Context: an optimization exercise on an open-source flow, tuned for small area and a short achievable clock period. The choices shown serve that exercise and are no tape-out recipe.
In this exercise RTL edits were held to simulation tests only and were not proved equivalent to the original.
Power and IR drop assume default switching activity.

==> inputs of v24 <==
// top
module top(rst,clk,acc,rom_addr,rom_data,ram_we,ram_waddr,ram_wdata);
Settings: LEC_CHECK=0, CAP_MARGIN=45, CORE_MARGIN=2, CORE_UTILIZATION=45, CTS_CLUSTER_DIAMETER=100, CTS_CLUSTER_SIZE=22, PLACE_DENSITY=0.6, SLEW_MARGIN=45, SYNTH_HIERARCHICAL=1; clock period 20.0 ns.
standard.sh (not shown) runs the stock make flow with config.mk's settings and CLKGATE_MAP_FILE= SYNTH_SCRIPT=/design/flow/synth_recipe.tcl, a recipe that flattens the netlist after the stock synthesis.
==> flow/flow/run.sh <==
#!/bin/bash
# The standard layout, with two changes: timing repair aims past the clock
# period, so that the resizer works on the paths that set the achieved period;
# and the port buffers are plain buffers (sky130_fd_sc_hd__buf_4) that the
# resizer may size, instead of the delay cells buffer_ports picks by itself.
set -euo pipefail
export SETUP_SLACK_MARGIN=11
export TNS_END_PERCENT=100
export BUFFER_PORTS_ARGS="-buffer_cell sky130_fd_sc_hd__buf_4"
bash standard.sh > flow_standard.log 2>&1
==> inputs of v19, as changes to v24 <==
--- a/flow/design.v
+++ b/flow/design.v
@@ -179,20 +179,20 @@
   if (rst) begin source4 <= 18'b0; dest4 <= 17'b0; end
   else     begin source4 <= source3; dest4 <= dest3; end
   if (!stall_addr) ctrl2 <= ctrl1;
   ctrl3 <= ctrl2;
 end
 assign acc = ACC;
 wire wb_dst_ram = dest4[16] && !dest4[15] && dest4[14];
 wire ram_write = !rst && !nop4 && wb_dst_ram;
-wire [7:0] ram_write_addr = (!rst && wb_dst_ram) ? dest4[7:0] : 8'b0;
+wire [7:0] ram_write_addr = dest4[7:0];
 wire [7:0] ram_write_data = (source4[17] && !source4[16] && source4[15]) ? source4[7:0] : data;
 rst_gate #(1) ram_we_gate(rst, !nop4 && wb_dst_ram, ram_we);
-rst_gate #(8) ram_waddr_gate(rst, wb_dst_ram ? dest4[7:0] : 8'b0, ram_waddr);
+assign ram_waddr = ram_write_addr;
 assign ram_wdata = ram_write_data;
 always@(*)
 begin
         casex (f0)
           8'bxxx1_0001  : f_op_len = 2'h2;
           8'bxxx0_0001   : f_op_len = 2'h2;
           8'b1011_1xxx : f_op_len = 2'h3;
           8'b1101_1xxx : f_op_len = 2'h2;
==> flow/flow/run.sh (replaced) <==
#!/bin/bash
# The standard layout, with two changes: timing repair aims past the clock
# period, so that the resizer works on the paths that set the achieved period;
# and the port buffers are plain buffers (sky130_fd_sc_hd__buf_4) that the
# resizer may size, instead of the delay cells buffer_ports picks by itself.
set -euo pipefail
export SETUP_SLACK_MARGIN=13
export TNS_END_PERCENT=100
export BUFFER_PORTS_ARGS="-buffer_cell sky130_fd_sc_hd__buf_4"
bash standard.sh > flow_standard.log 2>&1
==> notes <==
Via count: v24 is lower than v19 (about 0.3%). In v19 the non-clock buffer count is higher than in v24, by 143. Clock skew: v19 is higher than v24 (11 ps). Between v24 and v19, the lower total power is in v24 (gap about 7%, measured against v19). Core utilization: v24 is lower than v19 (1.2 points). In v19 the worst setup slack is better than in v24, by 490 ps.
==> figures <==
| item | v24 | v19 |
|---|---|---|
| Starting density of the core | 45.2% | 45.2% |
| P_seq | 0.00550 W | 0.00556 W |
| Proportion of power drawn by the clock network | 28.8% | 26.7% |
| Growth of design area from synthesis to finish | 8.36% | 11.2% |
| Finished Layout Cells | 11100 | 11200 |
| Proportion of layout cells with a drive suffix above 1 | 10.3% | 13.9% |
| Slew at the pin with the worst max-slew slack | 980 ps | 921 ps |
| Total area of multi-input combinational cells | 0.0360 sq mm | 0.0370 sq mm |
| Placer Congestion | 0.973 | 0.958 |
| Routed wirelength normalized by instance count | 32.3 um | 32.7 um |
| Post-CTS setup buffer count | 14 | 106 |
| Status | complete, no violations | complete, no violations |
| Mux contribution to synthesized area | 2.00% | 1.89% |

==> v35 <==
top, a different RTL version from the one above (not shown whole).
## top
module top(rst,clk,acc,rom_addr,rom_data,ram_we,ram_waddr,ram_wdata);
output [7:0] acc;
input rst,clk;
output [15:0] rom_addr;
input [23:0] rom_data;
output ram_we;
output [7:0] ram_waddr;
output [7:0] ram_wdata;
reg [10:0] brf;
reg [20:0] opf;
reg [7:0] Rs, Rd;
reg [17:0] f_source0;
reg [16:0] f_dest0;
reg [5:0] f_ctrl1;
reg [1:0] f_op_len;
reg [17:0] source1;
reg [16:0] dest1;
wire [7:0] addr8;
wire [15:0] addr16;
reg  rom_read;
reg  i_ram_read;
reg  e_ram_read;
wire  hazard;
reg [7:0] add_src, add_dst;
reg [7:0] operand;
reg  bv_nr;
reg  bt_nr;
wire  nop_alu;
reg [7:0] data;
reg [7:0] ACC;
reg [7:0] B;
reg [7:0] PSW;
wire [15:0] SP;
wire [15:0] DPTR;
reg [7:0] SPH, DPL, DPH;
reg [7:0] sfrv;
wire [7:0] div_q, div_r;
wire [7:0] da_res;
reg [7:0] m;
reg [7:0] wd;
reg [7:0] A_C, B_C, PSW_C, DPL_C, DPH_C, SPH_C, dd_C;
reg [7:0] dd_branch;
reg c_branch;
wire [7:0] iram_read_data;
reg  R0_valid;
reg  R1_valid;
wire  R_invalid;
reg [7:0] R0;
reg [7:0] R1;
reg [1:0] bank;
reg [1:0] state, next_state, prev_state;
wire [17:0] source0;
reg [17:0] source2,source3,source4;
wire [16:0] dest0;
reg [16:0] dest2,dest3,dest4;
wire [5:0] ctrl1;
reg [5:0] ctrl2,ctrl3;
reg nop2, nop3, nop4;
wire [1:0] op_len;
  ...
clock: 20.0 ns
lec_check: 0
cap_margin: 45
core_margin: 2
core_utilization: 45
cts_cluster_diameter: 100
cts_cluster_size: 22
place_density: 0.6
slew_margin: 45
synth_hierarchical: 1
==> flow/flow/run.sh <==
#!/bin/bash
# The standard layout, with timing repair aiming past the clock period so that
# the resizer works on the paths that set the achieved period.
set -euo pipefail
export SETUP_SLACK_MARGIN=11
export TNS_END_PERCENT=100
bash standard.sh > flow_standard.log 2>&1
==> v38: changes against v35 <==
--- a/flow/design.v
+++ b/flow/design.v
@@ -776,74 +776,44 @@
 	wire [4:0] lo_sum = {1'b0, ACC[3:0]} + {1'b0, sv_x[3:0]} + {4'b0, cin};
 	wire [4:0] hi_sum = {1'b0, ACC[7:4]} + {1'b0, sv_x[7:4]} + {4'b0, lo_sum[4]};
 	wire [7:0] as_res = {hi_sum[3:0], lo_sum[3:0]};
 	wire as_c  = hi_sum[4] ^ sub;
 	wire as_ac = lo_sum[4] ^ sub;
 	wire [7:0] id_in  = s_sfr ? tsv : opnd;
 	wire [7:0] id_res = (o == 3'd3) ? id_in + 8'd1 : id_in - 8'd1;
 	wire [15:0] mul_res = ACC * B;
-	wire [10:0] div_m1 = {3'b0, B};
-	wire [10:0] div_m2 = 2 * {3'b0, B};
-	wire [10:0] div_m3 = 3 * {3'b0, B};
-	wire [10:0] div_m4 = 4 * {3'b0, B};
-	wire [10:0] div_m5 = 5 * {3'b0, B};
-	wire [10:0] div_m6 = 6 * {3'b0, B};
-	wire [10:0] div_m7 = 7 * {3'b0, B};
-	wire [1:0] div_p0 = ACC[7:6];
-	wire [11:0] div_e0_1 = {10'b0, div_p0} - {1'b0, div_m1};
-	wire [11:0] div_e0_2 = {10'b0, div_p0} - {1'b0, div_m2};
-	wire [11:0] div_e0_3 = {10'b0, div_p0} - {1'b0, div_m3};
-	reg [1:0] div_q0; reg [1:0] div_r0;
-	always @(*) begin
-		div_q0 = 2'd0; div_r0 = div_p0;
-		if (~div_e0_1[11]) begin div_q0 = 2'd1; div_r0 = div_e0_1[1:0]; end
-		if (~div_e0_2[11]) begin div_q0 = 2'd2; div_r0 = div_e0_2[1:0]; end
-		if (~div_e0_3[11]) begin div_q0 = 2'd3; div_r0 = div_e0_3[1:0]; end
-	end
-	wire [4:0] div_p1 = {div_r0, ACC[5:3]};
-	wire [11:0] div_e1_1 = {7'b0, div_p1} - {1'b0, div_m1};
-	wire [11:0] div_e1_2 = {7'b0, div_p1} - {1'b0, div_m2};
-	wire [11:0] div_e1_3 = {7'b0, div_p1} - {1'b0, div_m3};
-	wire [11:0] div_e1_4 = {7'b0, div_p1} - {1'b0, div_m4};
-	wire [11:0] div_e1_5 = {7'b0, div_p1} - {1'b0, div_m5};
-	wire [11:0] div_e1_6 = {7'b0, div_p1} - {1'b0, div_m6};
-	wire [11:0] div_e1_7 = {7'b0, div_p1} - {1'b0, div_m7};
-	reg [2:0] div_q1; reg [4:0] div_r1;
-	always @(*) begin
-		div_q1 = 3'd0; div_r1 = div_p1;
-		if (~div_e1_1[11]) begin div_q1 = 3'd1; div_r1 = div_e1_1[4:0]; end
-		if (~div_e1_2[11]) begin div_q1 = 3'd2; div_r1 = div_e1_2[4:0]; end
-		if (~div_e1_3[11]) begin div_q1 = 3'd3; div_r1 = div_e1_3[4:0]; end
-		if (~div_e1_4[11]) begin div_q1 = 3'd4; div_r1 = div_e1_4[4:0]; end
-		if (~div_e1_5[11]) begin div_q1 = 3'd5; div_r1 = div_e1_5[4:0]; end
-		if (~div_e1_6[11]) begin div_q1 = 3'd6; div_r1 = div_e1_6[4:0]; end
-		if (~div_e1_7[11]) begin div_q1 = 3'd7; div_r1 = div_e1_7[4:0]; end
-	end
-	wire [7:0] div_p2 = {div_r1, ACC[2:0]};
-	wire [11:0] div_e2_1 = {4'b0, div_p2} - {1'b0, div_m1};
-	wire [11:0] div_e2_2 = {4'b0, div_p2} - {1'b0, div_m2};
-	wire [11:0] div_e2_3 = {4'b0, div_p2} - {1'b0, div_m3};
-	wire [11:0] div_e2_4 = {4'b0, div_p2} - {1'b0, div_m4};
-	wire [11:0] div_e2_5 = {4'b0, div_p2} - {1'b0, div_m5};
-	wire [11:0] div_e2_6 = {4'b0, div_p2} - {1'b0, div_m6};
-	wire [11:0] div_e2_7 = {4'b0, div_p2} - {1'b0, div_m7};
-	reg [2:0] div_q2; reg [7:0] div_r2;
-	always @(*) begin
-		div_q2 = 3'd0; div_r2 = div_p2;
-		if (~div_e2_1[11]) begin div_q2 = 3'd1; div_r2 = div_e2_1[7:0]; end
-		if (~div_e2_2[11]) begin div_q2 = 3'd2; div_r2 = div_e2_2[7:0]; end
-		if (~div_e2_3[11]) begin div_q2 = 3'd3; div_r2 = div_e2_3[7:0]; end
-		if (~div_e2_4[11]) begin div_q2 = 3'd4; div_r2 = div_e2_4[7:0]; end
-		if (~div_e2_5[11]) begin div_q2 = 3'd5; div_r2 = div_e2_5[7:0]; end
-		if (~div_e2_6[11]) begin div_q2 = 3'd6; div_r2 = div_e2_6[7:0]; end
-		if (~div_e2_7[11]) begin div_q2 = 3'd7; div_r2 = div_e2_7[7:0]; end
-	end
-	assign div_q = {div_q0, div_q1, div_q2};
-	assign div_r = div_r2;
+	wire [9:0] div_b1 = {2'b0, B};
+	wire [9:0] div_b2 = {1'b0, B, 1'b0};
+	wire [9:0] div_b3 = div_b1 + div_b2;
+	wire [1:0] div_p3 = ACC[7:6];
+	wire [10:0] div_e3_1 = {9'b0, div_p3} - {1'b0, div_b1};
+	wire [10:0] div_e3_2 = {9'b0, div_p3} - {1'b0, div_b2};
+	wire [10:0] div_e3_3 = {9'b0, div_p3} - {1'b0, div_b3};
+	wire [1:0] div_q3 = ~div_e3_3[10] ? 2'd3 : ~div_e3_2[10] ? 2'd2 : ~div_e3_1[10] ? 2'd1 : 2'd0;
+	wire [1:0] div_r3 = ~div_e3_3[10] ? div_e3_3[1:0] : ~div_e3_2[10] ? div_e3_2[1:0] : ~div_e3_1[10] ? div_e3_1[1:0] : div_p3;
+	wire [3:0] div_p2 = {div_r3, ACC[5:4]};
+	wire [10:0] div_e2_1 = {7'b0, div_p2} - {1'b0, div_b1};
+	wire [10:0] div_e2_2 = {7'b0, div_p2} - {1'b0, div_b2};
+	wire [10:0] div_e2_3 = {7'b0, div_p2} - {1'b0, div_b3};
+	wire [1:0] div_q2 = ~div_e2_3[10] ? 2'd3 : ~div_e2_2[10] ? 2'd2 : ~div_e2_1[10] ? 2'd1 : 2'd0;
+	wire [3:0] div_r2 = ~div_e2_3[10] ? div_e2_3[3:0] : ~div_e2_2[10] ? div_e2_2[3:0] : ~div_e2_1[10] ? div_e2_1[3:0] : div_p2;
+	wire [5:0] div_p1 = {div_r2, ACC[3:2]};
+	wire [10:0] div_e1_1 = {5'b0, div_p1} - {1'b0, div_b1};
+	wire [10:0] div_e1_2 = {5'b0, div_p1} - {1'b0, div_b2};
+	wire [10:0] div_e1_3 = {5'b0, div_p1} - {1'b0, div_b3};
+	wire [1:0] div_q1 = ~div_e1_3[10] ? 2'd3 : ~div_e1_2[10] ? 2'd2 : ~div_e1_1[10] ? 2'd1 : 2'd0;
+	wire [5:0] div_r1 = ~div_e1_3[10] ? div_e1_3[5:0] : ~div_e1_2[10] ? div_e1_2[5:0] : ~div_e1_1[10] ? div_e1_1[5:0] : div_p1;
+	wire [7:0] div_p0 = {div_r1, ACC[1:0]};
+	wire [10:0] div_e0_1 = {3'b0, div_p0} - {1'b0, div_b1};
+	wire [10:0] div_e0_2 = {3'b0, div_p0} - {1'b0, div_b2};
+	wire [10:0] div_e0_3 = {3'b0, div_p0} - {1'b0, div_b3};
+	wire [1:0] div_q0 = ~div_e0_3[10] ? 2'd3 : ~div_e0_2[10] ? 2'd2 : ~div_e0_1[10] ? 2'd1 : 2'd0;
+	assign div_r = ~div_e0_3[10] ? div_e0_3[7:0] : ~div_e0_2[10] ? div_e0_2[7:0] : ~div_e0_1[10] ? div_e0_1[7:0] : div_p0;
+	assign div_q = {div_q3, div_q2, div_q1, div_q0};
 	wire b_nz = |B;
 	assign da_res[3:0] = (ACC[3] & (ACC[2] | ACC[1]) & ac_in) ? (ACC[3:0] + 4'b0110) : ACC[3:0];
 	assign da_res[7:4] = (ACC[7] & (ACC[6] | ACC[5]) & c_in) ? (ACC[7:4] + 4'b0110) : ACC[7:4];
 	wire da_c = ACC[7] | (ACC[6] & (ACC[2] | ACC[3] | ACC[4]));
 	function [7:0] lop;
 		input [1:0] f;
 		input [7:0] x, y;
 		lop = (f == 2'b00) ? (x & y) : (f == 2'b01) ? (x | y) : (x ^ y);
==> notes <==
Against v38, the wire length of v35 is higher by 1.8%.
In maximum frequency, v38 and v35 hardly differ.
Against v38, the total power of v35 is higher by about 2.8%.
Between v35 and v38, the lower count of clock-buffer cells in the layout is in v38 (gap 3).
In v38 the die area is smaller than in v35, by 1.6%.
Of v35 and v38, v38 has the higher clock power (gap about 1%, measured against v38).

-- what the ideal ports hide --
In the flow no input, the clock included, has a driving cell. The finished layouts below were timed again as built, in two steps. Step 1 assumes that a clkbuf_16 drives the clock port and a buf_2 every other input. Step 2 moves the port delays by t, midway between the first and last clock arrival at a register: inputs arrive t later, outputs are due t later. That takes back most of the time a late clock gives input paths. Slacks: ideal ports / drivers / drivers and shift; pairs: ideal ports / drivers.
| run | t (ns) | slack for setup (ns) | hold WS [ns] | worst setup path after step 2 | latest minus earliest clock arrival (ns) |
|---|---|---|---|---|---|
| v24 | 0.904 | 11.029 / 10.972 / 10.991 | 0.412 / 0.412 / 0.412 | input to output | 0.069 / 0.069 |
| v19 | 0.925 | 11.525 / 11.122 / 11.122 | 0.400 / 0.400 / 0.400 | input to output | 0.084 / 0.084 |
| v35 | 0.913 | 11.047 / 10.917 / 10.801 | 0.414 / 0.414 / 0.414 | input to register | 0.082 / 0.082 |
| v38 | 0.903 | 11.045 / 10.952 / 10.677 | 0.412 / 0.412 / 0.412 | input to register | 0.093 / 0.094 |
After both steps every run listed still meets setup and hold. For v19, which loses most, drivers alone change the setup slack by -0.403 ns; drivers and shift together by -0.403 ns.
